Source: an optimization exercise on an open RTL-to-GDS flow (aim: small area). Production flows keep margins and buffers that such runs may drop. Function was checked by simulation only, so behaviour that the tests miss may differ from the original. Power figures rest on the tool's default switching activity, not on a simulated workload.

## run 1
==> flow/design.v (excerpt) <==
module Median_Finder_9inputs_8bits(
    output wire [7:0] median_pixel,
    output wire       out_valid,
    input  wire [7:0] pixel0, pixel1, pixel2,
    input  wire [7:0] pixel3, pixel4, pixel5,
    input  wire [7:0] pixel6, pixel7, pixel8,
    input  wire       in_valid,
    input  wire       rst,
    input  wire       clk
);
clock: 2.5 ns
lec_check: 0
abc_area: 1
cap_margin: 20
core_margin: 2
core_utilization: 40
cts_buf_list: sky130_fd_sc_hd__clkbuf_8
gpl_timing_driven: 0
slew_margin: 20
standard.sh (not shown) runs the stock make flow with config.mk's settings and CLKGATE_MAP_FILE= SYNTH_SCRIPT=/design/flow/synth_recipe.tcl, a recipe that flattens the netlist after the stock synthesis.
==> flow/flow/run.sh <==
#!/bin/bash
# Own layout flow: the standard flow, with these changes:
#  - synthesis maps the logic with the ABC script in flow/abc.script (a
#    mapping to a 2 ns delay target with area recovery) instead of ORFS's;
#    the rest of the standard synthesis (synth_recipe.tcl) is unchanged, so
#    registers keep their names;
#  - flow/make_vars.txt adds make variables to the layout steps (one per
#    line): the cell buffer_ports puts on every port (a small plain buffer
#    instead of the default delay cell) and the clock tree options (small
#    clock buffers, no dummy loads).
# Each tool's output goes to a log file in the folder this runs in.
set -euo pipefail
W=$PWD
F=$W/flow
sed 's|log_cmd abc {\*}\$abc_args|log_cmd abc {*}[lreplace $abc_args 1 1 '"$F"'/abc.script]|' \
    "$FLOW_HOME/scripts/synth.tcl" > "$W/own_synth_core.tcl"
grep -q "$F/abc.script" "$W/own_synth_core.tcl"
sed "s|source \$::env(SCRIPTS_DIR)/synth.tcl|source $W/own_synth_core.tcl|" \
    "$W/synth_recipe.tcl" > "$W/own_synth.tcl"
grep -q "own_synth_core.tcl" "$W/own_synth.tcl"
bash "$W/standard.sh" "SYNTH_SCRIPT=$W/own_synth.tcl" synth > "$W/own_synth.log" 2>&1
EXTRA=()
while read -r line; do
    [[ -z "$line" || "$line" == \#* ]] || EXTRA+=("$line")
done < "$F/make_vars.txt"
bash "$W/standard.sh" "${EXTRA[@]}" finish > "$W/own_layout.log" 2>&1
==> flow/flow/abc.script <==
strash
dch
map -D 2000
topo
stime -c
buffer -c
upsize -D 2000 -c
dnsize -D 2000 -c
==> flow/flow/make_vars.txt <==
# extra make variables for the layout, one per line
BUFFER_PORTS_ARGS=-buffer_cell sky130_fd_sc_hd__buf_1
CTS_ARGS=-sink_clustering_enable -repair_clock_nets -buf_list sky130_fd_sc_hd__clkbuf_8 -dont_use_dummy_load
Run 1 went all the way through the flow, and no timing, DRC or antenna check failed.
Input changes introduced in run 2 (baseline for comparison: run 1):
-- flow/flow/run.sh --
<<< run 1, line 4
#    mapping to a 2 ns delay target with area recovery) instead of ORFS's;
>>> run 2, line 4
#    mapping to a 1.8 ns delay target with area recovery) instead of ORFS's;
==> flow/flow/abc.script <==
strash
dch
map -D 1800
topo
stime -c
buffer -c
upsize -D 1800 -c
dnsize -D 1800 -c
[summary]
Having completed the whole flow, run 2 delivered a layout that passed the timing, DRC and antenna checks. As far as portion of the layout cell area used by clock cells is concerned, run 2 and run 1 perform about the same. [compare] base=run 1 new=run 2: global-route wire length before repair went down by about 8%; overall power of the completed layout went down by 0.00023 W; leakage power total went down by 3.0%; net switching fraction of the power went down by 0.86 points; relative area change from synthesis to final layout went down by 6.7 points. In the metrics for run 1 and run 2, the one carrying the lower shortest period the worst path allows is run 2. Non-clock buffer count (run 2 vs. run 1) decreases by a little under 10%. Diff run 2..run 1 | total clock sinks | unchanged. The standard cells in run 2 occupy less silicon area than those in run 1 do.
### run 2 -> run 3
-- flow/flow/run.sh --
<<< run 2, line 4
#    mapping to a 1.8 ns delay target with area recovery) instead of ORFS's;
>>> run 3, line 4
#    mapping to a 2 ns delay target with area recovery) instead of ORFS's;
==> flow/flow/abc.script <==
strash
dch
map -D 2000
topo
stime -c
buffer -c
upsize -D 2000 -c
dnsize -D 2000 -c
==> flow/flow/make_vars.txt <==
# extra make variables for the layout, one per line
BUFFER_PORTS_ARGS=-buffer_cell sky130_fd_sc_hd__buf_1
CTS_ARGS=-sink_clustering_enable -repair_clock_nets -root_buf sky130_fd_sc_hd__clkbuf_8 -buf_list sky130_fd_sc_hd__clkbuf_4 -dont_use_dummy_load
- | clock skew | run 2 vs run 3 | ≈ equal |
- Row global-route usage: run 3 higher / run 2 lower
- Run 2 → run 3: combinational share of power rose by 1.6 points, fraction of standard cell area in multi-input logic fell by 0.25 points, maximum net fanout on the critical path rose by 3, final cell count rose by about 0.7%, tightest hold margin rose by 0.0055 ns.
- Run 3 vs run 2, area after synthesis went down by about 2%.
- For the worst setup slack after placement, run 3 came in 0.30 ns lower than run 2 did.
- Comparing run 2 with run 3, the sequential standard cell area came out essentially unchanged.
- Comparing run 2 and run 3, required time reported for the critical path endpoint is lower on run 2.
--- input diff run 3..run 4 ---
-- flow/flow/run.sh --
<<< run 3, line 4
#    mapping to a 2 ns delay target with area recovery) instead of ORFS's;
>>> run 4, line 4
#    mapping to a 1.8 ns delay target with area recovery) instead of ORFS's;
==> flow/flow/abc.script <==
strash
dch
map -D 1800
topo
stime -c
buffer -c
dnsize -D 1800 -c
==> flow/flow/make_vars.txt <==
# extra make variables for the layout, one per line
BUFFER_PORTS_ARGS=-buffer_cell sky130_fd_sc_hd__buf_1
CTS_ARGS=-sink_clustering_enable -repair_clock_nets -buf_list sky130_fd_sc_hd__clkbuf_8 -dont_use_dummy_load
Results
Comparing run 3 and run 4, number of DRC markers after the initial detailed-route iteration is higher on run 4.
Non-clock buffer count (run 4 vs. run 3) increases by a few percent
The area growth from synthesis to layout in run 4 was higher than what run 3 gave.
## Diff of input files: run 5 against run 4
-- flow/flow/run.sh --
<<< run 4, line 4
#    mapping to a 1.8 ns delay target with area recovery) instead of ORFS's;
>>> run 5, line 4
#    mapping to a 2 ns delay target with area recovery) instead of ORFS's;
-- flow/flow/abc.script --
<<< run 4, line 7
>>> run 5, line 7
upsize -D 1800 -c
Results
- Hold slack: run 5 vs run 4 — no meaningful difference
- Post-synthesis instance area on run 5 is behind run 4.
- Length of routed met3 wiring on run 5 is down relative to run 4.
- Side by side, instance area after placement turned out higher in run 5 than in run 4.
- Comparing run 5 and run 4, the lower fmax is on run 4.

==> separate check: timing with driven ports <==
The results above use ideal ports. As a check the final layouts listed here were re-extracted and re-timed, cells and wires unchanged. Step 1 (the two cells are an assumption about what drives the block):
set clk [get_ports {clk}]
set_driving_cell -lib_cell sky130_fd_sc_hd__clkbuf_16 $clk
set_driving_cell -lib_cell sky130_fd_sc_hd__buf_2 [delete_from_list [all_inputs] $clk]
Step 2, shift: input delay + t, output delay - t, t = (earliest + latest rising clock arrival at the registers) / 2. This alone moves slack from input paths to output paths. Slacks: ideal / step 1 / step 2; pairs: ideal / step 1.
run | shift t [ns] | setup slack, ns | worst hold slack (ns) | worst register clock-pin slew, ns | worst slew at a driven data input, ns
run 1 | 0.389 | 0.045 / 0.062 / -0.327 | 0.298 / 0.286 / 0.316 | 0.09 / 0.09 | 0.04
run 2 | 0.396 | 0.108 / 0.077 / -0.266 | 0.292 / 0.288 / 0.324 | 0.09 / 0.09 | 0.04
run 3 | 0.389 | 0.045 / 0.062 / -0.327 | 0.298 / 0.286 / 0.316 | 0.09 / 0.09 | 0.04
run 4 | 0.395 | 0.052 / 0.062 / -0.333 | 0.292 / 0.283 / 0.323 | 0.09 / 0.09 | 0.04
run 5 | 0.396 | 0.108 / 0.077 / -0.266 | 0.292 / 0.288 / 0.324 | 0.09 / 0.09 | 0.04
Met with ideal ports but missed after step 2: setup timing in every run listed. For run 4, which loses most, drivers alone change the setup slack by +0.010 ns; drivers and shift together by -0.385 ns.
